Optimization exercise on an open flow, not production practice. RTL: at most simulated, not proved equivalent. Function not checked: runs 5 to 8. Clock network not from TritonCTS: every run shown here. The clock port is an ideal driver here. Power: default activity.

## flow/config.mk

```make
export PLATFORM = sky130hd
export DESIGN_NAME = automaton
export DESIGN_NICKNAME = automaton
export VERILOG_FILES = /design/flow/design.v
export SDC_FILE = /design/flow/constraint.sdc
export NUM_CORES = 8
export LEC_CHECK = 0
export ABC_AREA = 1
export CAP_MARGIN = 20
export CORE_MARGIN = 2
export CORE_UTILIZATION = 50
export GPL_ROUTABILITY_DRIVEN = 1
export GPL_TIMING_DRIVEN = 1
export PLACE_DENSITY = 0.6
export SLEW_MARGIN = 20
export SYNTH_HIERARCHICAL = 1
```

## flow/flow/own_cts.tcl

```tcl
# Own clock tree, sourced as PRE_CTS_TCL. The clock port drives 4 (or, with
# OWN_CTS_NBUF=3, 3) clock buffers directly, and each buffer drives the clock
# pins of one group of flip-flops. With OWN_CTS_INV1 and OWN_CTS_INV2 set, each buffer is instead a
# pair of inverters: the port drives the first, the first drives only the
# second, and the second drives the group. The groups come from two cuts of
# the placed flip-flops: one across x or y, then one across each half the
# other way. The cut positions are searched so that the group with the
# largest estimated load (pin capacitance plus the wire of a minimum spanning
# tree) is as light as it can be. Every flip-flop is the same number of stages
# from the clock port.
# The tree is built in place of TritonCTS, that is after the CTS step's
# repair_clock_inverters (which would otherwise copy the inverters next to
# every flip-flop); the rest of the CTS step (legalisation, repair_timing)
# runs as usual.

# estimated load of a group in fF: 1.8 fF per clock pin, 0.12 fF per um of
# the minimum spanning tree over the pins (Prim)
proc own_cts_cost {pts} {
  set n [llength $pts]
  if {$n == 0} { return 0 }
  set xs [lmap p $pts {lindex $p 0}]
  set ys [lmap p $pts {lindex $p 1}]
  set in [lrepeat $n 0]
  set d [lrepeat $n 1e18]
  lset d 0 0
  set tot 0.0
  for {set k 0} {$k < $n} {incr k} {
    set best -1; set bd 1e18
    for {set i 0} {$i < $n} {incr i} {
      if {![lindex $in $i] && [lindex $d $i] < $bd} { set bd [lindex $d $i]; set best $i }
    }
    lset in $best 1
    set tot [expr {$tot + $bd}]
    set bx [lindex $xs $best]; set by [lindex $ys $best]
    for {set i 0} {$i < $n} {incr i} {
      if {![lindex $in $i]} {
        set dd [expr {abs([lindex $xs $i] - $bx) + abs([lindex $ys $i] - $by)}]
        if {$dd < [lindex $d $i]} { lset d $i $dd }
      }
    }
  }
  return [expr {1.8 * $n + 0.12 * $tot}]
}

# cut a list of {x y iterm} at fraction f along axis (0: x, 1: y)
proc own_cts_cut {pts axis f} {
  set pts [lsort -real -index $axis $pts]
  set k [expr {int(round([llength $pts] * $f))}]
  return [list [lrange $pts 0 [expr {$k - 1}]] [lrange $pts $k end]]
}

proc own_cts_build {} {
  set db [ord::get_db]
  set block [ord::get_db_block]
  set bufcell sky130_fd_sc_hd__clkbuf_16
  if {[info exists ::env(OWN_CTS_BUF)]} { set bufcell $::env(OWN_CTS_BUF) }
  set master [$db findMaster $bufcell]
  set inv1 ""
  if {[info exists ::env(OWN_CTS_INV1)] && [info exists ::env(OWN_CTS_INV2)]} {
    set inv1 [$db findMaster $::env(OWN_CTS_INV1)]
    set inv2 [$db findMaster $::env(OWN_CTS_INV2)]
  }
  set clknet [$block findNet clk]
  set dbu [$block getDbUnitsPerMicron]

  set sinks {}
  foreach it [$clknet getITerms] {
    set bb [[$it getInst] getBBox]
    set x [expr {([$bb xMin] + [$bb xMax]) / 2.0 / $dbu}]
    set y [expr {([$bb yMin] + [$bb yMax]) / 2.0 / $dbu}]
    lappend sinks [list $x $y $it]
  }
  puts "own_cts: [llength $sinks] clock sinks"

  set nbuf 4
  if {[info exists ::env(OWN_CTS_NBUF)]} { set nbuf $::env(OWN_CTS_NBUF) }
  set fracs {0.38 0.40 0.42 0.44 0.46 0.48 0.50 0.52 0.54 0.56 0.58 0.60 0.62}
  set best {}
  set bestcost 1e18
  foreach axis {0 1} {
    if {$nbuf == 4} {
      # two halves, each cut in two the other way
      foreach f1 $fracs {
        set sub {}
        set worst 0
        foreach h [own_cts_cut $sinks $axis $f1] {
          set hb {}; set hc 1e18
          foreach f2 $fracs {
            set q [own_cts_cut $h [expr {1 - $axis}] $f2]
            set c [expr {max([own_cts_cost [lindex $q 0]], [own_cts_cost [lindex $q 1]])}]
            if {$c < $hc} { set hc $c; set hb $q }
          }
          lappend sub {*}$hb
          set worst [expr {max($worst, $hc)}]
        }
        if {$worst < $bestcost} { set bestcost $worst; set best $sub }
      }
    } else {
      # a third on one side, the rest cut in two the other way
      foreach f1 {0.28 0.30 0.32 0.34 0.36 0.38 0.62 0.64 0.66 0.68 0.70 0.72} {
        set cut [own_cts_cut $sinks $axis $f1]
        set small [expr {$f1 < 0.5 ? 0 : 1}]
        set one [lindex $cut $small]
        set rest [lindex $cut [expr {1 - $small}]]
        set c1 [own_cts_cost $one]
        foreach f2 $fracs {
          set q [own_cts_cut $rest [expr {1 - $axis}] $f2]
          set c [expr {max($c1, [own_cts_cost [lindex $q 0]], [own_cts_cost [lindex $q 1]])}]
          if {$c < $bestcost} { set bestcost $c; set best [list $one {*}$q] }
        }
      }
    }
  }
  puts "own_cts: worst estimated group load [format %.1f $bestcost] fF"

  set i 0
  foreach g $best {
    set sx 0.0; set sy 0.0
    foreach p $g { set sx [expr {$sx + [lindex $p 0]}]; set sy [expr {$sy + [lindex $p 1]}] }
    set cx [expr {int($sx / [llength $g] * $dbu)}]
    set cy [expr {int($sy / [llength $g] * $dbu)}]
    set net [odb::dbNet_create $block "clknet_own_$i"]
    $net setSigType CLOCK
    if {$inv1 eq ""} {
      set inst [odb::dbInst_create $block $master "clkbuf_own_$i"]
      [$inst findITerm A] connect $clknet
      [$inst findITerm X] connect $net
      set placed [list $inst]
    } else {
      set a [odb::dbInst_create $block $inv1 "clkinv_own_a$i"]
      set b [odb::dbInst_create $block $inv2 "clkinv_own_b$i"]
      set mid [odb::dbNet_create $block "clknet_own_m$i"]
      $mid setSigType CLOCK
      [$a findITerm A] connect $clknet
      [$a findITerm Y] connect $mid
      [$b findITerm A] connect $mid
      [$b findITerm Y] connect $net
      set placed [list $b $a]
    }
    foreach p $g {
      set it [lindex $p 2]
      $it disconnect
      $it connect $net
    }
    set dx 0
    foreach inst $placed {
      $inst setLocation [expr {$cx + $dx}] $cy
      $inst setPlacementStatus PLACED
      set dx [expr {$dx + [[$inst getMaster] getWidth]}]
    }
    puts "own_cts: group $i at ($cx, $cy): [llength $g] sinks, estimated [format %.1f [own_cts_cost $g]] fF"
    incr i
  }
}

# With OWN_OUTBUF set, the port buffers of the outputs (which start as buf_1,
# like those of the inputs) are swapped for that buffer before the tree is
# built; the CTS step's legalisation places them.
proc own_outbuf {} {
  if {![info exists ::env(OWN_OUTBUF)]} { return }
  set block [ord::get_db_block]
  set master [[ord::get_db] findMaster $::env(OWN_OUTBUF)]
  foreach bt [$block getBTerms] {
    if {[$bt getIoType] ne "OUTPUT"} { continue }
    set drv [[$bt getNet] getFirstOutput]
    if {$drv eq "NULL" || $drv eq ""} { continue }
    set inst [$drv getInst]
    if {[string match "*buf_1" [[$inst getMaster] getName]]} {
      $inst swapMaster $master
    }
  }
}

rename clock_tree_synthesis tritoncts_unused
proc clock_tree_synthesis {args} {
  own_outbuf
  own_cts_build
  puts "own_cts: clock tree built by own_cts.tcl, TritonCTS skipped"
  set_propagated_clock [all_clocks]
}
```

## flow/flow/synth_own.tcl

```tcl
# The standard synthesis script (synth_recipe.tcl), with one change to the
# ABC mapping: the top module and the rule lookup are mapped with
# abc_own.script (beside this file: map -a and mfs2, for area), and the module
# that carries the late inputs world_in and rst (automaton_pick) with ORFS's
# own script (abc_area.script, or abc_speed.script with OWN_ABC_PICK=speed).
# Registers, their names and their cell types are the standard synthesis's.
set own_abc_script [file normalize [file join [file dirname [info script]] abc_own.script]]
proc synth {args} { yosys synth -nofsm -noshare {*}$args }
proc abc {args} {
  set i [lsearch -exact $args -script]
  if {$i < 0} { yosys abc {*}$args; return }
  set own $args
  lset own [expr {$i + 1}] $::own_abc_script
  yosys abc {*}$own automaton automaton_rule
  set late $args
  if {[info exists ::env(OWN_ABC_PICK)] && $::env(OWN_ABC_PICK) eq "speed"} {
    lset late [expr {$i + 1}] $::env(SCRIPTS_DIR)/abc_speed.script
  }
  yosys abc {*}$late automaton_pick
}
source $::env(SCRIPTS_DIR)/synth.tcl
# left out here: clear keep_hierarchy, flatten, clean up, hide names made inside functions, write 1_2_yosys.v
```

## flow/flow/abc_own.script

```
strash
dch
map -a
mfs2
strash
dch
map -a
topo
stime -c
buffer -c
upsize -c
dnsize -c
```

## flow/design.v

```verilog
`timescale 1ns / 1ps
module automaton_rule(
    input  [31:0] rule,
    input  [3:0]  idx,          
    output        n0,
    output        n1);
    assign n0 = rule[{idx[3:1], 1'b0, idx[0]}];
    assign n1 = rule[{idx[3:1], 1'b1, idx[0]}];
endmodule
module automaton_pick(
    input         world_in,
    input         ch0,
    input         ch1,
    input         is_read,
    input  [12:0] wr,           
    input  [12:0] rd,           
    output        do_wr,
    output [12:0] nxt);
    assign do_wr = is_read & (world_in ? ch1 : ch0);
    assign nxt   = do_wr ? wr : rd;
endmodule
module automaton(
    input               clk,
    input               rst,
    input      [31:0]   rule,
    output reg [5:0]    row,
    output reg [5:0]    col,
    output reg          world_we,
    input               world_in,
    output reg          world_out,
    output reg          update_done);
    reg [17:0] sr;          
    reg [63:0] st;          
    reg        c0, c1;      
    reg        halo;        
    reg        first;       
    wire       is_read = ~world_we;
    wire [2:0] s_ = row[5:3];
    wire [2:0] j_ = row[2:0];
    wire       rh = is_read & halo;             
    wire       rd = is_read & ~halo;            
    wire       col0  = (col == 6'd0);
    wire       col63 = (col == 6'd63);
    wire       j7 = (j_ == 3'd7);
    wire [2:0] sd = rh ? (col63 ? 3'd0 : 3'd7) : {2'b00, j7} + {2'b00, ~is_read & col63};
    wire [5:0] nr_row = {s_ + sd, rh ? j_ : j_ + 3'd1};
    wire [5:0] nr_col = col + {5'd0, ~rd};
    wire       nr_halo = ~rh & j7;
    wire       mW    = rd ? (col == 6'd1) : col0;              
    wire       mN    = rh & (s_ == 3'd1);
    wire       mS    = ~rh & (j_ == 3'd6) & ((rd & col0) ? (s_ == 3'd0) : (s_ == 3'd7));
    wire       tS = is_read ? sr[6]  : sr[7];
    wire       tC = is_read ? sr[7]  : sr[8];
    wire       tN = is_read ? sr[8]  : sr[9];
    wire       tW = is_read ? sr[16] : sr[17];
    wire       bN = (rh ? st[63] : tN) & ~mN;
    wire       bW = tW & ~mW;
    wire       bS = tS & ~mS;
    wire       n0, n1;
    automaton_rule lut(.rule(rule), .idx({bN, bW, tC, bS}), .n0(n0), .n1(n1));
    wire       valid = ~halo & ~(first & col0);
    wire       ch0 = valid & (c0 ^ sr[8]);
    wire       ch1 = valid & ((col0 ? c0 : c1) ^ sr[8]);
    wire [5:0] wr_row = {col0 ? s_ - 3'd1 : s_, j_};
    wire       do_wr;
    wire [5:0] n_row, n_col;
    wire       n_halo;
    automaton_pick pick(.world_in(world_in), .ch0(ch0), .ch1(ch1),
                        .is_read(is_read & ~rst),
                        .wr({wr_row, col - 6'd1, 1'b0}),
                        .rd(rst ? 13'd0 : {nr_row, nr_col, nr_halo}),
                        .do_wr(do_wr), .nxt({n_row, n_col, n_halo}));
    always @(posedge clk) begin
        if (is_read)
            sr <= {sr[16:0], world_in};
        if (is_read & halo)
            st <= {st[62:0], sr[0]};
        world_out <= ~sr[8];
        row <= n_row;
        col <= n_col;
        halo <= n_halo;
        world_we <= do_wr;
        c0 <= n0;
        c1 <= n1;
        if (rst) begin
            first <= 1'b1;
            update_done <= 1'b0;
        end else begin
            first <= first & col0;
            update_done <= is_read & halo & ~first & (row == 6'd8) & (col == 6'd0);
        end
    end
endmodule
```

## flow/flow/run.sh

```bash
#!/bin/bash
set -euo pipefail
bash standard.sh SYNTH_SCRIPT=$(pwd)/flow/synth_own.tcl SETUP_SLACK_MARGIN=7.25 BUFFER_PORTS_ARGS="-buffer_cell sky130_fd_sc_hd__buf_1" PRE_CTS_TCL=$(pwd)/flow/own_cts.tcl OWN_CTS_NBUF=3 finish > standard.log 2>&1
```

## flow/constraint.sdc

```tcl
create_clock -name core_clock -period 10.0 [get_ports {clk}]
set_input_delay 2.0000 -clock core_clock [delete_from_list [all_inputs] [get_ports {clk}]]
set_output_delay 2.0000 -clock core_clock [all_outputs]
set_load 0.01 [all_outputs]
```

## flow/standard.sh

```bash
#!/bin/bash
# synth_recipe.tcl (not shown) runs the flow's synth.tcl, then flattens the netlist and writes it again
# the make line also repeats each setting of config.mk as NAME=value (left out here)
make -C /OpenROAD-flow-scripts/flow DESIGN_CONFIG=/design/flow/config.mk WORK_HOME=/design/flow/orfs CLKGATE_MAP_FILE= SYNTH_SCRIPT=/design/flow/synth_recipe.tcl "${@:-finish}"
```

==> impl_results.md, run 1 <==
- Pin count of the biggest net entering global routing: 73
- Max IR drop VDD: 0.000154 V
- Routed length per instance: 14.1 um
- Starting Density: 0.514
- Worst Path Required: roughly 8000 ps
- DP Worst Slack: 6850 ps
- Rows: 33
- Top cell family by delay on the critical path: flip-flops
- Crit start category: register
- Fin util: 0.570
- Die X: about 96 um
- DRT antenna net count: 0
- WL final: 7.03 mm
- Post-synthesis cell count: 343
- Max Freq: 368 MHz
- Nets: 448
- Yosys warns: 7
- Power Dens Cells: 293 mW/mm^2
- Final hold violations: 0
- IO Port Bufs: 49
- Hold_buf cts: 0
- Leakage: 1.70 nW
- Critical-path cell with the highest stage delay: dfxtp_4
- RSZ-0062 raised after global routing: true
- Buffers & Inverters on Critical Path: 1
- Multi-input gate area: 0.00119 sq mm
- Status: no timing/DRC/antenna violations
- First-pass GRT wire length: 11.2 mm
- Clock-pin transition on the worst setup and hold timing paths: 110 ps
- GP Congestion: approximately 0.8
- # IOs: 50
- Core ar.: 0.00822 sq mm
- Setup Skew: 5.34 ps
- Worst reg2reg path startpoint: world_we
- Initial antenna violation count: 0
- Mean post-synth cell area: 12.3 sq um
- Drt first-iter violations: 150
- Total power: 1.37 mW
- Crit Path Class: register to output port
- Sequential element share of the synthesized area: 0.673
- ANT cells: 0
- Grt total ovfl: 0
- Syn_nets: 395
- Tcrit/Tclk final: 0.272
- Worst setup margin: 7280 ps
- Maxcap violations: 0
- Chip height: 95.9 um
- Die area: 0.00919 sq mm
- Setup violators final: 0
- Worst min-delay path class: register to register
- Synth-to-layout area growth: 11.0%
- Min Clock Period, post-route: 2720 ps
- Mapped Area: roughly 0.0042 sq mm
- Vias post-DR: 2596
- Gr usage total: 0.151
- Worst Setup SP: col[3]
- Share of layout cells above drive strength 1: 0.162
- Router iterations before antenna repair: 4
- Setup TNS: 0 ps
- Synth cell types: 36
- Final Max Slew Viols: 0
- Sequential Area: 0.00289 sq mm
- Fillers: about 710
- Post-DP HPWL: roughly 4.5 mm
- Endpoint class of the critical path: output port
- Crit path cell chain: buf_1
- Synth Register Bits: 101
- Max incr delay on CP: 390 ps
- Crit path DAT: 720 ps
- Worst skew pair latency: 170 ps
- Maximum fanout along the worst path: 5
- Hold path startpoint: st[58]
- Vias/cell: 5.20
- Vias in the first global route: 2276
- DRC viols: 0
- Hold Slack: 431 ps
power by group:
part,switching (mW),internal (mW)
Combinational,0.368,0.193
Sequential,0.0626,0.600
Clock,0.0930,0.0560
Total,0.523,0.849
registers in the layout (all words and copies together), names as in the netlist, 6 cells and up:
name  cells
st       64
sr       18
col       6
row       6
timing repair:
item | in CTS | in global routing
setup endpoints to repair | 28 | 16
pin swaps | 1 | 0
setup buffers | 2 | 4
resized for setup | 22 | 13
per-module statistics from Yosys (local to each module, per instance):
module / flops+latches / area [sq um] / cells
automaton: 101 / 3680 / 239
automaton_pick: 0 / 249 / 52
automaton_rule: 0 / 295 / 52
through the flow:
stage	instance area (sq um)	std cells
after global placement	4500	490
after detailed placement	4500	490
after global routing	4680	499
after CTS	4630	495
final	4680	499
after floorplan	4260	343
layout by cell type, fill, tap and decap left out, types with 9 or more instances in the layout:
cell type,Yosys,routed
edfxtp_1,82,82
nand2_1,53,53
buf_1,0,42
nor2_1,28,27
inv_1,27,26
nand3_1,21,21
o21ai_0,19,19
ha_1,16,15
dfxtp_4,0,11
a21oi_1,10,10
inv_2,8,9
layout make-up:
type / count / share of cell area
buffer: 3 / 0.0160
tap: 105 / 0.0280
inverter: 36 / 0.0288
timing repair buffer: 58 / 0.0572
sequential: 101 / 0.616
multi-input combinational: 196 / 0.253
routing by layer:
metal	GRT usage	vias up	part of all wire
met5	0	-	0
met4	0.00714	0	0.0054
met3	0.00861	3	0.041
met2	0.232	52	0.43
met1	0.251	1254	0.52
li1	-	1287	-
cell usage after synthesis:
cell type,n,share of area
nor2_2,3,0.0044
o221ai_1,8,0.017
o21ai_0,19,0.023
clkbuf_1,1,0.00089
buf_4,4,0.0071
a21oi_4,1,0.0039
nand2_2,2,0.0030
nand2_1,53,0.047
dfxtp_1,19,0.090
buf_2,1,0.0012
nand3_2,1,0.0024
nor4_1,2,0.0030
o21ai_1,2,0.0024
conb_1,1,0.00089
a31oi_1,2,0.0030
nor2_1,28,0.025
inv_2,8,0.0071
buf_6,4,0.011
inv_1,27,0.024
nand3_1,21,0.025
xor2_1,6,0.012
ha_1,16,0.047
xnor2_1,1,0.0021
a21oi_2,1,0.0021
o21ai_2,6,0.012
nor3_1,5,0.0059
fa_1,1,0.0047
nand4_1,1,0.0015
edfxtp_1,82,0.58
clkinv_1,1,0.00089
o22ai_1,1,0.0015
nand2_4,1,0.0027
a21oi_1,10,0.012
o21a_1,1,0.0018
nand3_4,1,0.0042
nor2_4,2,0.0053
final timing paths:
path / to / slack (ps) / cells after the start
setup / recovery: col[3] / 7280 / 1
hold / removal: st[59] / 430 / 0
setup reg to reg: c0 / 7470 / 10
hold reg to reg: st[59] / 430 / 0
cell families (layout without fill, tap and decap cells):
logic type | after synthesis | after routing | synth area share
fa+ha+maj | 17 | 17 | 0.0522
simple gates | 120 | 120 | 0.129
xor+xnor | 7 | 7 | 0.0145
flops | 101 | 101 | 0.673
other cells | 1 | 1 | 0.000888
compound gates | 51 | 51 | 0.0780
buf+inv | 46 | 97 | 0.0519
Testbench counts, summed over its fixed seeds: cycles 2,499,633, generations 384.
==> run 2, diff against run 1 <==
--- a/flow/design.v
+++ b/flow/design.v
@@ -68,4 +68,4 @@
     automaton_pick pick(.world_in(world_in), .ch0(ch0), .ch1(ch1),
-                        .is_read(is_read & ~rst),
-                        .wr({wr_row, col - 6'd1, 1'b0}),
+                        .is_read(is_read),
+                        .wr(rst ? 13'd0 : {wr_row, col - 6'd1, 1'b0}),
                         .rd(rst ? 13'd0 : {nr_row, nr_col, nr_halo}),
@@ -81,3 +81,3 @@
         halo <= n_halo;
-        world_we <= do_wr;
+        world_we <= do_wr & ~rst;
         c0 <= n0;
==> run 2 against run 1 <==
  * Routed wire length grew 2.3%
  * Highest routed layer unchanged
  * Cell count grew 2.6%
  * Still clean
  * Global-route usage grew 0.44 points
  * Register-to-register slack gained 70 ps
  * Die area grew 0.71%
  * Via count grew 2.2%
  * Largest power group unchanged
  * Fmax shrank 0.50%
==> impl_results.md, run 2 <==
- Worst Path Required: 8000 ps
- Most common library cells after synthesis: 82 x edfxtp_1, 50 x nand2_1, 32 x nor2_1, 27 x inv_1, 22 x nand3_1
- Post-synthesis cell count: 352
- DP Worst Slack: 6620 ps
- Mapped Area: 0.00425 sq mm
- Min Clock Period, post-route: 2730 ps
- Final Max Slew Viols: 0
- Crit path cell chain: buf_1
- Setup Skew: 7.15 ps
- Main area contributors after synthesis: edfxtp_1 58%, dfxtp_1 8.9%, ha_1 4.7%
- Starting Density: 0.518
- Commonest register cell after synthesis: edfxtp_1
- Die area: 0.00926 sq mm
- Synth Area in Compound Gates: 0.0915
- Vias in the first global route: approximately 2400
- Crit Path Class: register to output port
- DR WL met3: 265 um
- Logic gate share of total power: 0.403
- Crit start category: register
- Core ar.: 0.00822 sq mm
- Syn_nets: between 400 and 500
- Router iterations before antenna repair: 4
- Synth Register Bits: 101
- Critical-path cell with the highest stage delay: dfxtp_2
- IO Port Bufs: 49
- EDFF count, synth: 82
- Share of layout cells above drive strength 1: 0.167
- Seq pwr share: 0.497
- Top flop regs: st (64), sr (18)
- Worst setup margin: 7270 ps
- Post-synthesis xor/xnor area fraction: 0.00206
- R2r setup slk: 7540 ps
- Worst path depth: 1
- Worst skew pair latency: 170 ps
- Largest Register: st
- WL final: 7.19 mm
- Final hold violations: 0
- Drt first-iter violations: between 150 and 200
- Simple-gate portion of the synthesized area: 0.137
- Nets: 461
- Grt total ovfl: 0
- Clock power share: 0.101
- Worst slew pin tran: 966 ps
- Synth cell types: 40
- Die X: 96.2 um
- Leakage: ~1.8 nW
- Post-synth top area share: 0.579
- Power Internal: 0.914 mW
- Sequential element share of the synthesized area: 0.668
- Highest metal used: met4
- Hold_buf cts: 0
- Asr flop ratio synth: 0
- Critical path capture point: row[5]
- Post-synth top area cell: edfxtp_1
- Clock-pin transition on the worst setup and hold timing paths: 110 ps
- Chip height: 96.2 um
- Crit path DAT: 730 ps
- Endpoint class of the critical path: output port
- Gr usage total: 0.156
- DRT antenna net count: 0
- Sw frac: 0.380
- DRC viols: 0
- Max Freq: roughly 370 MHz
- Wire length on met2: 3.11 mm
- Tcrit/Tclk final: 0.273
- Most common cell after layout, fill and taps aside: edfxtp_1
- Pin count of the biggest net entering global routing: 37
- ANT cells: 0
- Initial antenna violation count: 0
- Vias post-DR: 2654
- Synth-to-layout area growth: 10.9%
- Multi-input gate area: 0.00121 sq mm
- GP Congestion: 0.795
- Routed length per instance: roughly 14 um
- Worst Setup SP: row[5]
- Adder-cell share of the synthesized area: 0.0518
- Mux cell area share after synthesis: 0
- Fillers: 714
- # IOs: 50
- First-pass GRT wire length: 11.6 mm
- Max incr delay on CP: ~400 ps
- RSZ-0062 raised after global routing: true
- Commonest non-fill, non-tap cells in the layout: 82 x edfxtp_1, 50 x nand2_1, 38 x buf_1
- Max IR drop VDD: around 0.00013 V
- Psw: 0.559 mW
- Setup violators final: 0
- Rows: 33
- Mean post-synth cell area: ~12 sq um
- Worst reg2reg path startpoint: halo
- Setup TNS: 0 ps
- Top cell family by delay on the critical path: flip-flops
- Slew HR: 0.355
- Status: no timing/DRC/antenna violations
- Register-to-Register Path Depth: 12
- Max FFs per register: 64
- Buffers & Inverters on Critical Path: 1
- Yosys warns: 7
- Most common cell in the synthesized netlist: edfxtp_1
- Wire length on met1: between 3 and 4 mm
- Vias/cell: 5.18
- Sequential Area: between 0.002 and 0.003 sq mm
- Power Dens Cells: around 310 mW/mm^2
- Worst min-delay path class: register to register
- Post-DP HPWL: 4.57 mm
- Maxcap violations: 0
- Largest family of logic cells by synthesized area: simple AND/OR/NAND/NOR gates
- Reg-to-reg endpoint: row[5]
- Maximum fanout along the worst path: 4
run 2: logic make-up (layout without fill, tap and decap cells):
| kind of cell | after synthesis | after routing |
|---|---|---|
| and+or+nand+nor | 125 | 126 |
| DFF | 101 | 101 |
| AOI/OAI and AO/OA | 62 | 62 |
| buffers and inverters | 45 | 99 |
| adders and majority gates | 17 | 17 |
| other | 1 | 1 |
| xor gates and xnor gates | 1 | 1 |
run 2: metal layers:
metal	global-route usage	vias to the layer above
li1	-	1344
met1	0.260	1269
met2	0.235	36
met3	0.0110	5
met4	0.00595	0
met5	0	-
run 2: Yosys stat by module (local to each module, per instance):
module          cell area (sq um)  times used
automaton                    3710           1
automaton_rule                295           1
automaton_pick                249           1
run 2: stage by stage:
stage / power (mW) / cell area (sq um) / hold WS (ps) / instances / util
floorplan: 1.17 / 4260 / 400 / 352 / -
global placement: 1.30 / 4520 / 402 / 500 / 0.550
detailed placement: 1.31 / 4520 / 405 / 500 / 0.550
CTS: 1.47 / 4650 / 433 / 505 / 0.565
global route: 1.60 / 4720 / 442 / 512 / 0.574
finish: 1.47 / 4720 / 430 / 512 / 0.574
run 2: repair_timing:
item,in CTS,in global routing
endpoints found under the hold margin,0,0
gates resized for setup,20,14
cloned,1,1
endpoints found under the setup margin,26,17
buffers inserted,1,6
pin swaps,1,0
run 2: cell type report:
cell class	instances	share of cell area
repair inverters	1	0.00106
inverters	37	0.0308
flip-flops and latches	101	0.610
well taps	105	0.0278
multi-input cells	207	0.257
plain buffers	3	0.0159
repair buffers	58	0.0567
run 2: power by group through the flow:
stage	registers, mW	logic [mW]	clock network [mW]
finish	0.731	0.593	0.149
CTS	0.736	0.582	0.154
global route	0.749	0.680	0.169
detailed placement	0.743	0.563	0
global placement	0.742	0.555	0
floorplan	0.721	0.452	0
run 2: how the worst min path moves through the flow:
stage	start	end	slack, ps	cells past startpoint
3_5_place_dp	sr[4]	sr[5]	400	0
2_1_floorplan	sr[10]	sr[11]	400	0
6_report	st[49]	st[50]	430	0
5_1_grt	sr[1]	sr[2]	440	0
4_1_cts	sr[4]	sr[5]	430	0
3_3_place_gp	sr[4]	sr[5]	400	0
Testbench counts of run 2, summed over its fixed seeds: cycles 2,499,633, generations 384.
==> run 3, diff against run 2 <==
--- a/flow/design.v
+++ b/flow/design.v
@@ -39,3 +39,3 @@
     wire [2:0] j_ = row[2:0];
-    wire       rh = is_read & halo;             
+    wire       rh = halo;                       
     wire       rd = is_read & ~halo;            
@@ -68,4 +68,4 @@
     automaton_pick pick(.world_in(world_in), .ch0(ch0), .ch1(ch1),
-                        .is_read(is_read),
-                        .wr(rst ? 13'd0 : {wr_row, col - 6'd1, 1'b0}),
+                        .is_read(is_read & ~rst),
+                        .wr({wr_row, col - 6'd1, 1'b0}),
                         .rd(rst ? 13'd0 : {nr_row, nr_col, nr_halo}),
@@ -75,3 +75,3 @@
             sr <= {sr[16:0], world_in};
-        if (is_read & halo)
+        if (halo)
             st <= {st[62:0], sr[0]};
@@ -81,3 +81,3 @@
         halo <= n_halo;
-        world_we <= do_wr & ~rst;
+        world_we <= do_wr;
         c0 <= n0;
@@ -89,3 +89,3 @@
             first <= first & col0;
-            update_done <= is_read & halo & ~first & (row == 6'd8) & (col == 6'd0);
+            update_done <= halo & ~first & (s_ == 3'd1) & col0;
         end
==> flow/flow/run.sh (replaced) <==
#!/bin/bash
set -euo pipefail
bash standard.sh SYNTH_SCRIPT=$(pwd)/flow/synth_own.tcl SETUP_SLACK_MARGIN=7.2 BUFFER_PORTS_ARGS="-buffer_cell sky130_fd_sc_hd__buf_1" PRE_CTS_TCL=$(pwd)/flow/own_cts.tcl  finish > standard.log 2>&1
==> run 3 against run 2 <==
  * Still clean on timing, DRC and antenna
  * Power shrank 7.1%
  * Via count decreased by 4.7%
  * Synthesized area down 1.1%
  * Setup slack got worse by 13 ps
  * Register-to-register slack worse by 90 ps
  * Final area shrank 2.1%
  * Sequential cell count did not move
  * Critical path type unchanged
  * Critical endpoint is now col[3]
  * Largest cell class unchanged
  * Largest power group unchanged
==> impl_results.md, run 3 <==
- Crit start category: register
- Worst slew pin tran: 840 ps
- Seq pwr share: 0.502
- Final hold violations: 0
- Synth-to-layout area growth: 9.82%
- Largest Register: st
- Sequential element share of the synthesized area: 0.676
- Crit Path Class: register to output port
- Psw: 0.510 mW
- Status: no timing/DRC/antenna violations
- Max IR drop VDD: 0.000156 V
- Pin count of the biggest net entering global routing: 73
- # IOs: 50
- Logic gate share of total power: 0.374
- Post-synth top area share: 0.586
- Top cell family by delay on the critical path: flip-flops
- Max Freq: 364 MHz
- Asr flop ratio synth: 0
- Worst skew pair latency: 160 ps
- Critical-path cell with the highest stage delay: dfxtp_1
- Slew HR: 0.436
- Nets: 439
- Tcrit/Tclk final: 0.274
- Register-to-Register Path Depth: 13
- Hold_buf cts: 0
- Maxcap violations: 0
- Leakage: 1.71 nW
- Chip height: 95.7 um
- EDFF count, synth: 82
- Synth cell types: 38
- Placed Cells: a little under 500
- Sw frac: 0.373
- RSZ-0062 raised after global routing: false
- First-pass GRT wire length: 11.0 mm
- Buffers & Inverters on Critical Path: 1
- Yosys warns: 7
- WL final: 7.08 mm
- Worst Path Required: 8000 ps
- Worst min-delay path class: register to register
- Crit path DAT: 740 ps
- Post-DP HPWL: roughly 4.4 mm
- Vias in the first global route: 2237
- Power Dens Cells: 296 mW/mm^2
- Most common cell in the synthesized netlist: edfxtp_1
- Final Max Slew Viols: 0
- Setup Skew: between 15 and 20 ps
- Die X: 95.7 um
- Most common library cells after synthesis: 82 x edfxtp_1, 50 x nand2_1, 29 x nor2_1, 28 x inv_1
- Power Internal: 0.858 mW
- Crit path cell chain: buf_1
- Max FFs per register: 64
- Worst setup margin: 7260 ps
- Mapped Area: 0.00421 sq mm
- Mean post-synth cell area: 12.4 sq um
- Drt first-iter violations: 138
- Die area: 0.00916 sq mm
- Vias/cell: around 5.2
- Setup TNS: 0 ps
- Commonest non-fill, non-tap cells in the layout: 82 x edfxtp_1, 50 x nand2_1, 47 x buf_1
- Share of layout cells above drive strength 1: 0.135
- Worst path depth: 1
- DRC viols: 0
- Starting Density: 0.514
- Post-synthesis cell count: 338
- Synth Register Bits: approximately 100
- ANT cells: 0
- Maximum fanout along the worst path: 5
- Clock power share: 0.124
- DP Worst Slack: 6810 ps
- DRT antenna net count: 0
- Fin cells: 491
- Routed length per instance: roughly 14 um
- Commonest register cell after synthesis: edfxtp_1
- Initial antenna violation count: 0
- Main area contributors after synthesis: edfxtp_1 59%, dfxtp_1 9.0%, ha_1 4.5%
- Grt total ovfl: 0
- Hold path cells: 0
- Post-synth top area cell: edfxtp_1
- Router iterations before antenna repair: 4
- Most common cell after layout, fill and taps aside: edfxtp_1
- GP Congestion: 0.862
- Rows: 33
- Total power: 1.37 mW
- Fillers: 703
- Setup violators final: 0
- Top flop regs: st (64), sr (18)
- Min Clock Period, post-route: 2740 ps
- Clock-pin transition on the worst setup and hold timing paths: 100 ps
- Max incr delay on CP: roughly 400 ps
- R2r setup slk: around 7500 ps
- Gr usage total: 0.151
- Endpoint class of the critical path: output port
- IO Port Bufs: 49
- Vias post-DR: 2529
- Syn_nets: between 300 and 400
- Core ar.: 0.00818 sq mm
-- run 3: changes by cell type in the layout (fill, tap and decap cells not counted), sizes merged, moves of 2 or more --
cell    before  now
a21oi       16    7
clkbuf      13    4
nor2        39   32
o21ai       31   29
buf         48   54
nor3         6    4
a31oi        3    1
xor2         0    5
or2          2    0
-- run 3: Yosys stat by module (local to each module, per instance) --
module | flops+latches | cells | copies in the design
automaton | 101 | 234 | 1
automaton_rule | 0 | 52 | 1
automaton_pick | 0 | 52 | 1
-- run 3: what timing repair did --
action / in CTS / in global routing
gates cloned: 1 / 0
pin swaps: 1 / 0
buffers inserted: 1 / 3
setup endpoints to repair: 20 / 10
resized for setup: 9 / 5
-- run 3: per-layer routing --
layer,part of all wire,global-route usage
met2,0.44,0.245
met4,0.0078,0.0119
met5,0,0
met1,0.51,0.234
met3,0.046,0.0149
-- run 3: cell families (layout without fill, tap and decap cells) --
| group | after synthesis | count (layout) | share of synthesized area |
|---|---|---|---|
| flip-flops | 101 | 101 | 0.676 |
| multiplexers | 1 | 1 | 0.00238 |
| AO/OA/AOI/OAI | 50 | 50 | 0.0803 |
| other | 1 | 1 | 0.000892 |
| adder cells (fa/ha/maj) | 16 | 16 | 0.0494 |
| AND/OR/NAND/NOR | 117 | 117 | 0.126 |
| XOR/XNOR | 6 | 6 | 0.0125 |
| buffers and inverters | 46 | 94 | 0.0524 |
-- run 3: through the flow --
step	utilization	hold WS, ps	cell area, sq um
4_1_cts	0.560	418	4580
3_3_place_gp	0.544	404	4450
3_5_place_dp	0.544	405	4450
6_report	0.565	413	4620
2_1_floorplan	-	400	4220
5_1_grt	0.565	432	4620
-- run 3: final timing paths --
path | to | from
min reg2reg | st[51] | st[50]
max reg2reg | row[5] | col[1]
max | col[3] | col[3]
min | st[51] | st[50]
-- run 3: power by group through the flow --
stage          Clock [mW]  Sequential, mW  Combinational (mW)
2_1_floorplan           0           0.679               0.402
6_report            0.169           0.687               0.512
5_1_grt             0.193           0.702               0.586
3_3_place_gp            0           0.704               0.483
4_1_cts             0.177           0.701               0.496
3_5_place_dp            0           0.703               0.491
-- run 3: cell type report --
cell class                 instances  area (sq um)  area share
timing repair buffer              54           236      0.0512
multi-input combinational        191          1150       0.249
buffer                             4           100      0.0217
timing repair inverter             1          5.00     0.00108
inverter                          35           135      0.0293
tap                              105           131      0.0284
sequential                       101          2860       0.619
Testbench counts of run 3, summed over its fixed seeds: cycles 2,499,633, generations 384.
==> run 4, diff against run 3 <==
==> flow/flow/run.sh (replaced) <==
#!/bin/bash
set -euo pipefail
bash standard.sh SYNTH_SCRIPT=$(pwd)/flow/synth_own.tcl SETUP_SLACK_MARGIN=7.3 BUFFER_PORTS_ARGS="-buffer_cell sky130_fd_sc_hd__buf_1" PRE_CTS_TCL=$(pwd)/flow/own_cts.tcl  finish > standard.log 2>&1
==> run 4 against run 3 <==
  * Via count up 1.3%
  * Sequential share of layout area is 1.2 points lower
  * Sequential cell count is the same
  * Clock skew down 0.60 ps
  * Still clean
  * Largest cell class unchanged
  * Worst hold slack worse by 3.9 ps
  * Highest routed layer unchanged
==> impl_results.md, run 4 <==
- Starting Density: 0.514
- GP Congestion: approximately 0.81
- Chip height: ~96 um
- Crit path cell chain: buf_2
- Post-synth top area share: 0.586
- Buffers & Inverters on Critical Path: 1
- ANT cells: 0
- Maxcap violations: 0
- Hold Slack: 409 ps
- Mean post-synth cell area: 12.4 sq um
- Mapped Area: 0.00421 sq mm
- Placed Cells: 482
- Post-synthesis cell count: 338
- Worst slew pin tran: between 800 and 900 ps
- Vias/cell: 5.13
- Max IR drop VDD: 0.000159 V
- RSZ-0062 raised after global routing: true
- Post-DP HPWL: 4.44 mm
- Setup violators final: 0
- Worst Path Required: 8000 ps
- Grt total ovfl: 0
- Vias post-DR: approximately 2600
- Max Freq: 373 MHz
- Maximum fanout along the worst path: 5
- Fin cells: 500
- Min Clock Period, post-route: between 2000 and 3000 ps
- Die area: between 0.009 and 0.01 sq mm
- Most common cell after layout, fill and taps aside: edfxtp_1
- Setup Skew: about 15 ps
- R2r setup slk: 7440 ps
- Tcrit/Tclk final: 0.268
- WL final: between 7 and 8 mm
- Vias in the first global route: 2298
- Synth-to-layout area growth: 13.0%
- Top flop regs: st (64), sr (18)
- Slew HR: 0.429
- Sequential element share of the synthesized area: 0.676
- Fillers: 679
- Final hold violations: 0
- Endpoint class of the critical path: output port
- Most common library cells after synthesis: 82 x edfxtp_1, 50 x nand2_1, 29 x nor2_1, 28 x inv_1
- Hold_buf cts: 0
- Clock-pin transition on the worst setup and hold timing paths: 100 ps
- Syn_nets: 389
- Core ar.: 0.00818 sq mm
- Commonest non-fill, non-tap cells in the layout: 82 x edfxtp_1, 50 x nand2_1, 34 x buf_1
- Crit start category: register
- Post-synth top area cell: edfxtp_1
- Max FFs per register: 64
- DRT antenna net count: 0
- First-pass GRT wire length: 11.2 mm
- Leakage: 1.81 nW
- Final Max Slew Viols: 0
- Top cell family by delay on the critical path: flip-flops
- Largest Register: st
- Commonest register cell after synthesis: edfxtp_1
- Crit Path Class: register to output port
- Router iterations before antenna repair: 4
- Most common cell in the synthesized netlist: edfxtp_1
- Worst min-delay path class: register to register
- Synth cell types: 38
- Yosys warns: 7
- Main area contributors after synthesis: edfxtp_1 59%, dfxtp_1 9.0%, ha_1 4.5%
- # IOs: 50
- Setup TNS: 0 ps
- Worst setup margin: 7320 ps
- Share of layout cells above drive strength 1: 0.205
- Status: no timing/DRC/antenna violations
- Crit path DAT: 680 ps
- Initial antenna violation count: 0
- Asr flop ratio synth: 0
- Gr usage total: 0.155
- Fin util: 0.581
- Die X: 95.7 um
- Max incr delay on CP: a little under 400 ps
- DRC viols: 0
- Pin count of the biggest net entering global routing: 38
- Routed length per instance: between 10 and 15 um
- Nets: 448
- EDFF count, synth: 82
- Power Dens Cells: 297 mW/mm^2
- Rows: 33
- Synth Register Bits: 101
- IO Port Bufs: 49
- Worst skew pair latency: ~160 ps
- Critical-path cell with the highest stage delay: dfxtp_4
- Drt first-iter violations: 95
- DP Worst Slack: 6850 ps
==> run 4: cell count changes in the layout (fill, tap and decap cells not counted), sizes merged <==
cell,delta
buf,+3
clkbuf,+6
==> run 4: path summary, 6_finish.rpt <==
kind | depth (start not counted) | to | startpoint
max reg2reg | 14 | row[5] | col[1]
max | 1 | row[3] | row[3]
min | 0 | st[33] | st[32]
min reg2reg | 0 | st[33] | st[32]
==> run 4: repair_timing <==
action | 4_1_cts | 5_1_grt
setup endpoints to repair | 30 | 23
gates resized for setup | 28 | 16
pin swaps | 1 | 0
buffers inserted | 7 | 6
gates cloned | 1 | 0
==> run 4: cell families (layout without fill, tap and decap cells) <==
logic type      Yosys count  count (layout)  share of synthesized area
mux                       1               1                    0.00238
buf+inv                  46             103                     0.0524
xor+xnor                  6               6                     0.0125
fa+ha+maj                16              16                     0.0494
other cells               1               1                   0.000892
compound gates           50              50                     0.0803
flops                   101             101                      0.676
simple gates            117             117                      0.126
==> run 4: metrics by stage <==
step | total power [mW] | area, sq um
4_1_cts | 1.39 | 4670
3_3_place_gp | 1.18 | 4450
5_1_grt | 1.52 | 4750
6_report | 1.41 | 4750
2_1_floorplan | 1.08 | 4240
3_5_place_dp | 1.19 | 4450
==> run 4: cell type report <==
cell class | count | area [sq um] | area share
plain buffers | 4 | 100 | 0.0211
multi-input cells | 191 | 1170 | 0.247
flip-flops and latches | 101 | 2890 | 0.607
inverters | 35 | 135 | 0.0284
repair buffers | 63 | 320 | 0.0674
well taps | 105 | 131 | 0.0276
repair inverters | 1 | 5.00 | 0.00105
==> run 4: power by group <==
part | internal, mW | switching [mW] | total, mW
logic | 0.204 | 0.362 | 0.566
clock network | 0.0733 | 0.0938 | 0.167
registers | 0.613 | 0.0667 | 0.679
total | 0.890 | 0.523 | 1.41
==> run 4: per-module statistics from Yosys (local to each module, per instance) <==
module	cells	copies in the design	area [sq um]	flip-flops and latches
automaton	234	1	3660	101
automaton_pick	52	1	249	0
automaton_rule	52	1	295	0
==> run 4: per-layer routing <==
layer / track usage / routed length (um) / vias up
li1: - / - / 1287
met1: 0.233 / 3600 / 1215
met2: 0.259 / 3370 / 55
met3: 0.0117 / 313 / 6
met4: 0.0190 / 58 / 0
met5: 0 / 0 / -
==> run 5, diff against run 4 <==
--- a/flow/design.v
+++ b/flow/design.v
@@ -45,3 +45,3 @@
     wire [2:0] sd = rh ? (col63 ? 3'd0 : 3'd7) : {2'b00, j7} + {2'b00, ~is_read & col63};
-    wire [5:0] nr_row = {s_ + sd, rh ? j_ : j_ + 3'd1};
+    wire [5:0] nr_row = {s_ + sd, rh ? 3'd0 : j_ + 3'd1};    
     wire [5:0] nr_col = col + {5'd0, ~rd};
@@ -60,3 +60,3 @@
     automaton_rule lut(.rule(rule), .idx({bN, bW, tC, bS}), .n0(n0), .n1(n1));
-    wire       valid = ~halo & ~(first & col0);
+    wire       valid = ~halo & ~first;
     wire       ch0 = valid & (c0 ^ sr[8]);
==> flow/flow/run.sh (replaced) <==
#!/bin/bash
set -euo pipefail
bash standard.sh SYNTH_SCRIPT=$(pwd)/flow/synth_own.tcl SETUP_SLACK_MARGIN=7.22 BUFFER_PORTS_ARGS="-buffer_cell sky130_fd_sc_hd__buf_1" PRE_CTS_TCL=$(pwd)/flow/own_cts.tcl  finish > standard.log 2>&1
==> run 5 against run 4 <==
  * Clock power about the same
  * Still clean
  * Utilization decreased by 2.1 points
  * Highest routed layer unchanged
  * Register-to-register slack improved by 70 ps
  * Routed wire length decreased by 9.5%
  * Worst hold slack improved by 16 ps
  * Critical path type unchanged
  * Clock skew decreased by 8.3 ps
  * Setup slack got worse by 60 ps
  * Largest cell class unchanged
  * First-iteration DRC count increased by 28%
  * Critical path depth unchanged
==> impl_results.md, run 5 <==
- Status: no timing/DRC/antenna violations
- Final hold violations: 0
- Clock-pin transition on the worst setup and hold timing paths: 90 ps
- DRC viols: 0
- Most common cell after layout, fill and taps aside: edfxtp_1
- Endpoint class of the critical path: output port
- Post-synth top area cell: edfxtp_1
- Gr usage total: 0.144
- Post-DP HPWL: around 4.4 mm
- Most common cell in the synthesized netlist: edfxtp_1
- Maximum fanout along the worst path: 10
- Routed length per instance: ~13 um
- Router iterations before antenna repair: 4
- Hold path cells: 0
- Largest Register: st
- Leakage: about 1.7 nW
- RSZ-0062 raised after global routing: false
- Register-to-Register Path Depth: 13
- Top cell family by delay on the critical path: flip-flops
- Critical path capture point: world_we
- Setup TNS: 0 ps
- Psw: 0.431 mW
- Placed Cells: about 490
- Seq pwr share: 0.511
- Fin cells: 492
- Fin util: 0.560
- Final instance area: roughly 0.0046 sq mm
- Worst Setup SP: world_we
- GP Congestion: 0.808
- Max IR drop VDD: 0.000181 V
- Synth-to-layout area growth: 9.42%
- Placed instance area: 0.00445 sq mm
- Post-synth top area share: 0.588
- First-pass GRT wire length: 10.5 mm
- EDFF count, synth: 82
- Syn_nets: 391
- Slew HR: 0.484
- Crit path cell chain: clkbuf_2
- Mapped Area: 0.00419 sq mm
- Top flop regs: st (64), sr (18)
- Most common library cells after synthesis: 82 x edfxtp_1, 51 x nand2_1, 35 x nor2_1, 26 x inv_1, 21 x nand3_1
- Worst path depth: 1
- Die X: 95.5 um
- DR WL met3: 264 um
- Power Internal: around 0.79 mW
- Max incr delay on CP: 430 ps
- Synth Register Bits: 101
- Setup Skew: 6.31 ps
- Power Dens Cells: between 200 and 300 mW/mm^2
- Yosys warns: 7
- # IOs: 50
- Grt total ovfl: 0
- Wire length on met2: 2.83 mm
- Synth cell types: 33
- Crit start category: register
- R2r setup slk: 7510 ps
- Rows: 33
- Final Max Slew Viols: 0
- WL final: 6.64 mm
- Commonest register cell after synthesis: edfxtp_1
- Min Clock Period, post-route: 2740 ps
- Mean post-synth cell area: 12.3 sq um
- Main area contributors after synthesis: edfxtp_1 59%, dfxtp_1 9.1%, nand2_1 4.6%
- Vias/cell: 5.02
- DRT antenna net count: 0
- Pin count of the biggest net entering global routing: 67
- Core ar.: 0.00818 sq mm
- Setup violators final: 0
- IO Port Bufs: 49
- Reg-to-reg endpoint: row[5]
- Wire length on met1: about 3.5 mm
- Logic gate share of total power: 0.355
- Worst Path Required: 8000 ps
- Starting Density: 0.512
- Post-synthesis cell count: 340
- Sw frac: 0.352
- Die area: between 0.009 and 0.01 sq mm
- Max Freq: 365 MHz
- Initial antenna violation count: 0
- Nets: 440
- Worst min-delay path class: register to register
- Vias post-DR: 2468
- Tcrit/Tclk final: 0.274
- Drt first-iter violations: ~120
- Clock power share: 0.134
- Commonest non-fill, non-tap cells in the layout: 82 x edfxtp_1, 51 x nand2_1, 47 x buf_1
- Crit path DAT: 740 ps
- Chip height: 95.5 um
- Highest metal used: met4
- Asr flop ratio synth: 0
- Maxcap violations: 0
- Vias in the first global route: 2220
- Sequential element share of the synthesized area: 0.679
- Crit Path Class: register to output port
- Buffers & Inverters on Critical Path: 1
- Critical-path cell with the highest stage delay: dfxtp_4
- Worst slew pin tran: between 700 and 800 ps
- Hold Slack: roughly 430 ps
- ANT cells: 0
- Share of layout cells above drive strength 1: 0.119
- Max FFs per register: 64
- Worst reg2reg path startpoint: col[0]
- Worst skew pair latency: between 150 and 200 ps
-- run 5: cell types whose count changed in the layout (fill, tap and decap cells not counted), sizes merged, moves of 2 or more --
| cell | before | now |
|---|---|---|
| nor3 | 4 | 7 |
| buf | 57 | 52 |
| nor2 | 32 | 40 |
| clkbuf | 10 | 5 |
| o21ai | 29 | 25 |
| clkinvlp | 2 | 0 |
| nand3 | 25 | 23 |
-- run 5: repair_timing --
| action | 4_1_cts | 5_1_grt |
|---|---|---|
| buffers inserted | 1 | 0 |
| setup endpoints to repair | 23 | 3 |
| gates cloned | 0 | 0 |
| resized for setup | 10 | 3 |
| pin swaps | 1 | 0 |
| hold buffers | 0 | 0 |
-- run 5: worst min path at each step --
stage | from | to | slack (ps)
finish | st[10] | st[11] | 430
CTS | st[6] | st[7] | 430
global placement | sr[4] | sr[5] | 400
detailed placement | st[58] | st[59] | 400
global route | st[6] | st[7] | 430
floorplan | sr[10] | sr[11] | 400
-- run 5: cells by family (layout without fill, tap and decap cells) --
| kind of cell | Yosys count | after routing | share of synthesized area |
|---|---|---|---|
| other cells | 1 | 1 | 0.000896 |
| flops | 101 | 101 | 0.679 |
| fa+ha+maj | 16 | 16 | 0.0496 |
| buf+inv | 46 | 93 | 0.0520 |
| simple gates | 125 | 125 | 0.138 |
| xor+xnor | 7 | 7 | 0.0146 |
| compound gates | 44 | 44 | 0.0655 |
-- run 5: cell type report --
class                   count  area, sq um
fillers                   726         3600
plain buffers               4          100
flip-flops and latches    101         2860
well taps                 105          131
inverters                  36          135
repair buffers             53          216
multi-input cells         193         1140
-- run 5: layer usage --
metal / global-route usage / up-vias
met5: 0 / -
met1: 0.232 / 1161
met3: 0.00949 / 5
li1: - / 1259
met4: 0.0143 / 0
met2: 0.225 / 43
-- run 5: modules after synthesis (local to each module, per instance) --
module,cells inside,flops+latches,area [sq um],copies in the design
automaton,236,101,3640,1
automaton_rule,52,0,295,1
automaton_pick,52,0,249,1
-- run 5: power groups by stage --
stage | Sequential [mW] | Combinational, mW | Clock, mW
2_1_floorplan | 0.632 | 0.341 | 0
3_3_place_gp | 0.631 | 0.429 | 0
3_5_place_dp | 0.631 | 0.436 | 0
4_1_cts | 0.626 | 0.439 | 0.173
5_1_grt | 0.638 | 0.495 | 0.183
6_report | 0.626 | 0.434 | 0.164
-- run 5: stage by stage --
stage               total power, mW  setup WS (ps)
finish                         1.22           7260
global route                   1.32           7220
CTS                            1.24           7230
detailed placement             1.07           6780
global placement               1.06           6850
floorplan                     0.973           7240
==> run 6, diff against run 5 <==
--- a/flow/design.v
+++ b/flow/design.v
@@ -88,3 +88,3 @@
         end else begin
-            first <= first & col0;
+            first <= first & ~halo;           
             update_done <= halo & ~first & (s_ == 3'd1) & col0;
==> run 6 against run 5 <==
  * Still clean
  * Utilization up 0.41 points
  * Register-to-register slack worse by 110 ps
  * Sequential cell count unchanged
  * Critical path depth unchanged
  * Synthesized area about the same
  * Global-route usage up 0.93 points
  * Power down 42%
  * Combinational power down 84%
  * Clock skew up 0.79 ps
  * Critical path type unchanged
  * Critical endpoint is now col[4]
  * Largest power group unchanged
==> impl_results.md, run 6 <==
- Crit start category: register
- Setup TNS: 0 ps
- Post-synthesis cell count: 340
- DRT antenna net count: 0
- Hold path startpoint: st[33]
- Fillers: around 740
- Adder-cell share of the synthesized area: 0.0496
- Endpoint class of the critical path: output port
- Crit path cell chain: buf_1
- Most common library cells after synthesis: 82 x edfxtp_1, 51 x nand2_1, 35 x nor2_1, 26 x inv_1, 21 x nand3_1
- Crit Path Class: register to output port
- Die X: 95.5 um
- RSZ-0062 raised after global routing: false
- Maxcap violations: 0
- Rows: 33
- Largest Register: st
- Hold Slack: about 420 ps
- Grt total ovfl: 0
- First-pass GRT wire length: 11.1 mm
- Top cell family by delay on the critical path: flip-flops
- Setup violators final: 0
- Synth cell types: 33
- R2r setup slk: between 7000 and 8000 ps
- Pin count of the biggest net entering global routing: 68
- Main area contributors after synthesis: edfxtp_1 59%, dfxtp_1 9.1%, nand2_1 4.6%
- Commonest register cell after synthesis: edfxtp_1
- Maximum fanout along the worst path: 5
- Synth Register Bits: between 100 and 150
- Hold Crit Endpoint: st[34]
- Gr usage total: 0.154
- Vias/cell: 5.03
- Most common cell in the synthesized netlist: edfxtp_1
- Die area: 0.00913 sq mm
- Max incr delay on CP: 420 ps
- Sequential element share of the synthesized area: 0.679
- Nets: around 440
- Vias post-DR: 2490
- Initial antenna violation count: 0
- Top flop regs: st (64), sr (18)
- Worst Path Required: 8000 ps
- Mapped Area: 0.00419 sq mm
- Post-synth top area cell: edfxtp_1
- WL final: 6.88 mm
- Power Dens Cells: ~150 mW/mm^2
- Clock-pin transition on the worst setup and hold timing paths: 90 ps
- DRC viols: 0
- Critical-path cell with the highest stage delay: dfxtp_1
- Synth Area in Compound Gates: 0.0672
- EDFF count, synth: 82
- ANT cells: 0
- GP Congestion: between 0.8 and 0.9
- Asr flop ratio synth: 0
- Setup Skew: between 7 and 8 ps
- Hold path cells: 0
- Leakage: approximately 1.7 nW
- Mean post-synth cell area: 12.3 sq um
- # IOs: 50
- Vias in the first global route: 2331
- Tcrit/Tclk final: 0.275
- Worst reg2reg path startpoint: world_we
- Drt first-iter violations: approximately 120
- Final Max Slew Viols: 0
- Worst skew pair latency: 150 ps
- Max FFs per register: 64
- Synth-to-layout area growth: 10.1%
- Reg-to-reg endpoint: row[5]
- Yosys warns: 7
- IO Port Bufs: 49
- Register-to-Register Path Depth: 13
- Worst min-delay path class: register to register
- Post-DP HPWL: 4.50 mm
- Buffers & Inverters on Critical Path: 1
- Slew HR: 0.470
- Share of layout cells above drive strength 1: 0.131
- Min Clock Period, post-route: 2750 ps
- Core ar.: 0.00818 sq mm
- Routed length per instance: ~14 um
- Max IR drop VDD: about 0.00012 V
- Post-synthesis xor/xnor area fraction: 0.0146
- Mux cell area share after synthesis: 0
- Largest family of logic cells by synthesized area: simple AND/OR/NAND/NOR gates
- Chip height: 95.5 um
- Worst slew pin tran: 795 ps
- Max Freq: 363 MHz
- Crit path DAT: 750 ps
- Starting Density: 0.512
- Post-synth top area share: 0.588
- Multi-input gate area: roughly 0.0011 sq mm
- Status: no timing/DRC/antenna violations
- Router iterations before antenna repair: 4
- Commonest non-fill, non-tap cells in the layout: 82 x edfxtp_1, 51 x nand2_1, 47 x buf_1
- Simple-gate portion of the synthesized area: 0.137
- Syn_nets: 391
- Final hold violations: 0
- Sequential Area: 0.00286 sq mm
- Most common cell after layout, fill and taps aside: edfxtp_1
==> run 6: kinds of logic (layout without fill, tap and decap cells) <==
family,Yosys count,count (layout)
compound gates,44,44
xor+xnor,7,7
fa+ha+maj,16,16
buf+inv,46,96
flops,101,101
other cells,1,1
simple gates,125,125
==> run 6: Yosys stat by module (local to each module, per instance) <==
module          area [sq um]  flip-flops and latches
automaton_pick           249                       0
automaton_rule           295                       0
automaton               3640                     101
==> run 6: per-layer routing <==
| layer | global-route usage | wire length, um | share of wire | vias up |
|---|---|---|---|---|
| met1 | 0.244 | 3480 | 0.51 | 1171 |
| met2 | 0.245 | 3080 | 0.45 | 46 |
| li1 | - | - | - | 1267 |
| met4 | 0.00952 | 47 | 0.0068 | 0 |
| met3 | 0.0111 | 269 | 0.039 | 6 |
| met5 | 0 | 0 | 0 | - |
==> run 6: report_power, final <==
| part | switching (mW) | total, mW | leakage (nW) | internal (mW) |
|---|---|---|---|---|
| sequential | 0.00852 | 0.475 | 0.923 | 0.467 |
| combinational | 0.0427 | 0.0681 | 0.749 | 0.0254 |
| clock | 0.0952 | 0.169 | 0.0493 | 0.0734 |
==> run 6: cell type report <==
cell class              count  area share
plain buffers               4      0.0217
multi-input cells         193       0.248
flip-flops and latches    101       0.621
repair buffers             55      0.0502
inverters                  36      0.0304
repair inverters            1     0.00108
well taps                 105      0.0285
==> run 6: per-stage QoR <==
stage	instance area (sq um)	utilization	setup slack [ps]	instances	total power, mW
4_1_cts	4600	0.562	7220	495	0.718
2_1_floorplan	4200	-	7230	340	0.535
3_5_place_dp	4450	0.544	6760	486	0.552
3_3_place_gp	4450	0.544	6760	486	0.551
5_1_grt	4610	0.564	7220	495	0.743
6_report	4610	0.564	7250	495	0.712
==> run 6: worst max path at each step <==
stage,startpoint,end,slack [ps],depth (start not counted)
3_3_place_gp,rst,row[5],6760,5
6_report,col[4],col[4],7250,1
2_1_floorplan,world_we,row[5],7230,13
5_1_grt,world_we,row[5],7220,13
3_5_place_dp,rst,halo,6760,5
4_1_cts,col[3],col[3],7220,1
==> run 6: worst reg2reg max path: cells and delay by family, from the launching register on <==
kind / cells / cell delay (ps)
simple gates: 5 / 540
fa+ha+maj: 3 / 870
buf+inv: 2 / 340
flops: 1 / 370
compound gates: 2 / 200
xor+xnor: 1 / 230
==> run 6: repair_timing <==
item,in CTS,in global routing
endpoints found under the hold margin,0,0
gates cloned,1,0
setup buffers,4,0
resized for setup,10,5
pin swaps,1,0
setup endpoints to repair,22,5
hold buffers,0,0
==> run 7, diff against run 6 <==
--- a/flow/design.v
+++ b/flow/design.v
@@ -88,3 +88,3 @@
         end else begin
-            first <= first & ~halo;           
+            first <= first & col0;
             update_done <= halo & ~first & (s_ == 3'd1) & col0;
==> flow/flow/run.sh (replaced) <==
#!/bin/bash
set -euo pipefail
bash standard.sh SYNTH_SCRIPT=$(pwd)/flow/synth_own.tcl SETUP_SLACK_MARGIN=7.28 BUFFER_PORTS_ARGS="-buffer_cell sky130_fd_sc_hd__buf_1" PRE_CTS_TCL=$(pwd)/flow/own_cts.tcl  finish > standard.log 2>&1
==> run 7 against run 6 <==
  * Still clean
  * Via count up 0.88%
  * Critical path depth rose by 4
  * Setup slack improved by 49 ps
  * Sequential cell count stayed put
  * Final area increased by 1.1%
  * Register-to-register slack better by 20 ps
  * Routed wire length increased by 1.8%
  * Clock skew shrank 0.91 ps
  * First-iteration DRC count fell by 15%
  * Utilization increased by 0.61 points
  * Die area about the same
  * Highest routed layer unchanged
==> impl_results.md, run 7 <==
- Status: no timing/DRC/antenna violations
- Hold Slack: 424 ps
- Clock-pin transition on the worst setup and hold timing paths: 90 ps
- Total power: 1.26 mW
- Crit start category: input pin
- Pin count of the biggest net entering global routing: 67
- Worst Path Required: 10050 ps
- Core ar.: 0.00818 sq mm
- Share of layout cells above drive strength 1: 0.168
- Vias in the first global route: 2335
- Min Clock Period, post-route: 2710 ps
- Worst slew pin tran: between 700 and 800 ps
- Synth Register Bits: 101
- Critical-path cell with the highest stage delay: nand3_2
- Initial antenna violation count: 0
- Post-synthesis cell count: 340
- Post-synth top area cell: edfxtp_1
- Max FFs per register: 64
- Maximum fanout along the worst path: 13
- Setup TNS: 0 ps
- DRC viols: 0
- Cell mode on critical path: nand2_1
- Maxcap violations: 0
- Asr flop ratio synth: 0
- RSZ-0062 raised after global routing: true
- Worst min-delay path class: register to register
- Placed instance area: ~0.0045 sq mm
- Crit path cell chain: buf_2, nor2_4, nand3_2, nand2_1, nand2_1
- Placed Cells: 487
- Crit Path Class: input pin to register
- Commonest register cell after synthesis: edfxtp_1
- Hold_buf cts: 0
- Drt first-iter violations: 103
- Hold path startpoint: st[7]
- Fin cells: between 400 and 500
- Setup violators final: 0
- Routed length per instance: 14.1 um
- Mean post-synth cell area: 12.3 sq um
- DP Worst Slack: 6740 ps
- IO Port Bufs: 49
- GP Congestion: 0.829
- Fillers: 717
- Worst skew pair latency: 150 ps
- Die X: between 90 and 100 um
- Worst Setup SP: rst
- # IOs: 50
- ANT cells: 0
- Gr usage total: 0.154
- Endpoint class of the critical path: register
- Most common library cells after synthesis: 82 x edfxtp_1, 51 x nand2_1, 35 x nor2_1, 26 x inv_1, 21 x nand3_1
- Max Freq: 370 MHz
- Most common cell in the synthesized netlist: edfxtp_1
- Die area: 0.00912 sq mm
- Mapped Area: 0.00419 sq mm
- Grt total ovfl: 0
- Rows: 33
- Sequential element share of the synthesized area: 0.679
- Top flop regs: st (64), sr (18)
- Worst setup margin: 7290 ps
- Post-DP HPWL: ~4.4 mm
- Leakage: 1.78 nW
- Main area contributors after synthesis: edfxtp_1 59%, dfxtp_1 9.1%, nand2_1 4.6%
- Nets: ~450
- Synth cell types: 33
- Final hold violations: 0
- Power Dens Cells: 269 mW/mm^2
- Worst reg2reg path startpoint: world_we
- Setup Skew: 6.19 ps
- Router iterations before antenna repair: 4
- Vias/cell: between 5 and 6
- Vias post-DR: roughly 2500
- Tcrit/Tclk final: 0.271
- Crit path DAT: 2760 ps
- Syn_nets: around 400
- Final instance area: 0.00466 sq mm
- Max incr delay on CP: 210 ps
- First-pass GRT wire length: roughly 11 mm
- EDFF count, synth: a little over 80
- Max IR drop VDD: ~0.00018 V
- Post-synth top area share: 0.588
- Starting Density: 0.512
- DRT antenna net count: 0
- Final Max Slew Viols: 0
- WL final: 7.00 mm
- Most common cell after layout, fill and taps aside: edfxtp_1
- Slew HR: 0.489
- Yosys warns: 7
- Fin util: 0.570
- Synth-to-layout area growth: 11.4%
- Commonest non-fill, non-tap cells in the layout: 82 x edfxtp_1, 51 x nand2_1, 37 x buf_1
- Chip height: 95.5 um
- Largest Register: st
-- run 7: path summary, 6_finish.rpt --
kind                  to  slack [ps]  cells after the start
hold reg to reg    st[8]         420                      0
setup reg to reg  row[5]        7420                     13
hold / removal     st[8]         420                      0
setup / recovery  row[3]        7290                      5
-- run 7: modules after synthesis (local to each module, per instance) --
module | copies in the design | cell area [sq um] | flops+latches | cells
automaton_rule | 1 | 295 | 0 | 52
automaton | 1 | 3640 | 101 | 236
automaton_pick | 1 | 249 | 0 | 52
-- run 7: final cells by class --
type                       instances  area (sq um)  share of cell area
timing repair inverter             1          5.00             0.00107
multi-input combinational        194          1150               0.246
buffer                             4           100              0.0215
inverter                          36           139              0.0298
sequential                       101          2880               0.617
timing repair buffer              57           263              0.0563
tap                              105           131              0.0282
-- run 7: layer usage --
layer,track usage,wire (um)
met1,0.238,3590
met2,0.246,3050
met3,0.0150,278
met4,0.0167,89
met5,0,0
-- run 7: power by group --
| part | total (mW) | internal, mW | switching (mW) |
|---|---|---|---|
| clock | 0.166 | 0.0733 | 0.0923 |
| combinational | 0.466 | 0.165 | 0.302 |
| sequential | 0.624 | 0.574 | 0.0496 |
| total | 1.26 | 0.812 | 0.443 |
-- run 7: cells by family (layout without fill, tap and decap cells) --
kind of cell / after synthesis / count (layout) / synth area share
AO/OA/AOI/OAI: 44 / 44 / 0.0655
flip-flops: 101 / 101 / 0.679
other: 1 / 1 / 0.000896
buffers and inverters: 46 / 98 / 0.0520
XOR/XNOR: 7 / 7 / 0.0146
AND/OR/NAND/NOR: 125 / 126 / 0.138
adder cells (fa/ha/maj): 16 / 16 / 0.0496
-- run 7: what timing repair did --
item,in CTS,in global routing
gates cloned,1,1
buffers inserted,3,2
endpoints found under the setup margin,29,14
resized for setup,23,11
pin swaps,1,2
-- run 7: worst max-delay path: cells and delay by family --
kind,cells,cell delay [ps]
simple gates,4,560
buf+inv,1,200
==> run 8, diff against run 7 <==
--- a/flow/design.v
+++ b/flow/design.v
@@ -88,3 +88,3 @@
         end else begin
-            first <= first & col0;
+            first <= first & ~halo;           
             update_done <= halo & ~first & (s_ == 3'd1) & col0;
==> run 8 against run 7 <==
  * Via count is 0.76% higher
  * Fmax hardly changed
  * First-iteration DRC count is 14% higher
  * Register-to-register slack better by 140 ps
  * Synthesized area hardly changed
  * Combinational power is 85% lower
  * Die area hardly changed
  * Routed wire length is 1.9% lower
  * Synthesized cell count stayed put
  * Power is 43% lower
==> impl_results.md, run 8 <==
- Final Max Slew Viols: 0
- IO Port Bufs: ~50
- Hold Slack: ~430 ps
- Maximum fanout along the worst path: 5
- Crit path DAT: roughly 700 ps
- Largest Register: st
- # IOs: 50
- Most common library cells after synthesis: 82 x edfxtp_1, 51 x nand2_1, 35 x nor2_1, 26 x inv_1, 21 x nand3_1
- Buffers & Inverters on Critical Path: 1
- Status: no timing/DRC/antenna violations
- Routed length per instance: roughly 14 um
- Tcrit/Tclk final: 0.270
- Drt first-iter violations: 117
- Gr usage total: 0.147
- Post-synthesis cell count: 340
- Grt total ovfl: 0
- Crit Path Class: register to output port
- Most common cell after layout, fill and taps aside: edfxtp_1
- Min Clock Period, post-route: roughly 2700 ps
- First-pass GRT wire length: 10.7 mm
- Mapped Area: between 0.004 and 0.005 sq mm
- Maxcap violations: 0
- Power Dens Cells: roughly 150 mW/mm^2
- Setup Skew: 7.64 ps
- Main area contributors after synthesis: edfxtp_1 59%, dfxtp_1 9.1%, nand2_1 4.6%
- Post-synth top area share: 0.588
- Die area: 0.00913 sq mm
- GP Congestion: 0.845
- Router iterations before antenna repair: 4
- Mean post-synth cell area: 12.3 sq um
- DRT antenna net count: 0
- Placed Cells: 486
- Most common cell in the synthesized netlist: edfxtp_1
- Power Internal: 0.565 mW
- Synth-to-layout area growth: 11.6%
- Clock power share: 0.236
- Post-DP HPWL: between 4 and 5 mm
- Rows: 33
- Share of layout cells above drive strength 1: 0.173
- Total power: slightly above 0.7 mW
- Slew HR: 0.480
- Crit start category: register
- Logic gate share of total power: 0.096
- Vias/cell: 5.07
- Crit path cell chain: buf_1
- Die X: 95.5 um
- Syn_nets: 391
- Initial antenna violation count: 0
- Critical-path cell with the highest stage delay: dfxtp_4
- Max incr delay on CP: about 390 ps
- Synth cell types: 33
- Max Freq: 370 MHz
- Clock-pin transition on the worst setup and hold timing paths: 90 ps
- Vias post-DR: 2531
- Top cell family by delay on the critical path: flip-flops
- Fin cells: 499
- Seq pwr share: 0.668
- WL final: 6.87 mm
- Chip height: 95.5 um
- Synth Register Bits: 101
- Leakage: 1.78 nW
- Fillers: 696
- Asr flop ratio synth: 0
- Setup violators final: 0
- DRC viols: 0
- Nets: roughly 450
- Worst slew pin tran: between 700 and 800 ps
- Endpoint class of the critical path: output port
- Setup TNS: 0 ps
- Yosys warns: 7
- Commonest register cell after synthesis: edfxtp_1
[run 8: modules after synthesis (local to each module, per instance)]
module          flops+latches  copies in the design  cells
automaton_rule              0                     1     52
automaton_pick              0                     1     52
automaton                 101                     1    236
[run 8: per-layer routing]
layer	up-vias	global-route usage	share of wire
met5	-	0	0
met4	0	0.0119	0.0087
met3	6	0.0103	0.038
met2	44	0.231	0.43
met1	1202	0.237	0.52
li1	1279	-	-
[run 8: final timing paths]
kind | cells after the start | slack [ps] | endpoint | startpoint
setup / recovery | 1 | 7300 | col[3] | col[3]
setup reg to reg | 13 | 7560 | row[5] | col[1]
hold reg to reg | 0 | 430 | st[36] | st[35]
hold / removal | 0 | 430 | st[36] | st[35]
[run 8: stage by stage]
stage | util | worst slack, ps | area [sq um]
2_1_floorplan | - | 7260 | 4220
3_3_place_gp | 0.545 | 6820 | 4460
3_5_place_dp | 0.545 | 6720 | 4460
4_1_cts | 0.565 | 7280 | 4620
5_1_grt | 0.572 | 7260 | 4670
6_report | 0.572 | 7300 | 4670
[run 8: cells by family (layout without fill, tap and decap cells)]
family,after synthesis,after routing,synth area share
other,1,1,0.000895
buffers and inverters,46,100,0.0523
XOR/XNOR,7,7,0.0146
AND/OR/NAND/NOR,125,125,0.137
AO/OA/AOI/OAI,44,44,0.0672
flip-flops,101,101,0.679
adder cells (fa/ha/maj),16,16,0.0496
[run 8: power by group through the flow]
stage,combinational [mW],clock (mW),sequential (mW)
global route,0.0779,0.186,0.476
detailed placement,0.0660,0,0.485
finish,0.0683,0.168,0.474
CTS,0.0683,0.173,0.475
floorplan,0.0521,0,0.483
global placement,0.0650,0,0.486
[run 8: final cells by class]
| type | count | area, sq um | share of cell area |
|---|---|---|---|
| Buffer | 4 | 100 | 0.0214 |
| Inverter | 36 | 140 | 0.0300 |
| Multi-Input combinational cell | 193 | 1140 | 0.244 |
| Sequential cell | 101 | 2880 | 0.616 |
| Tap cell | 105 | 131 | 0.0281 |
| Timing Repair Buffer | 59 | 275 | 0.0589 |
| Timing Repair inverter | 1 | 5.00 | 0.00107 |
[run 8: timing repair]
item                                    4_1_cts  5_1_grt
setup buffers                                 3        5
resized for setup                            23       10
hold buffers                                  0        0
pin swaps                                     1        0
endpoints found under the setup margin       29       14
cloned                                        1        0

Setup slack of run 8, layout unchanged: 7.296 ns with ideal ports, 7.227 ns with driving cells assumed (clock clkbuf_16, inputs buf_2), 7.165 ns with port delays also shifted by the 0.223 ns mid clock arrival.
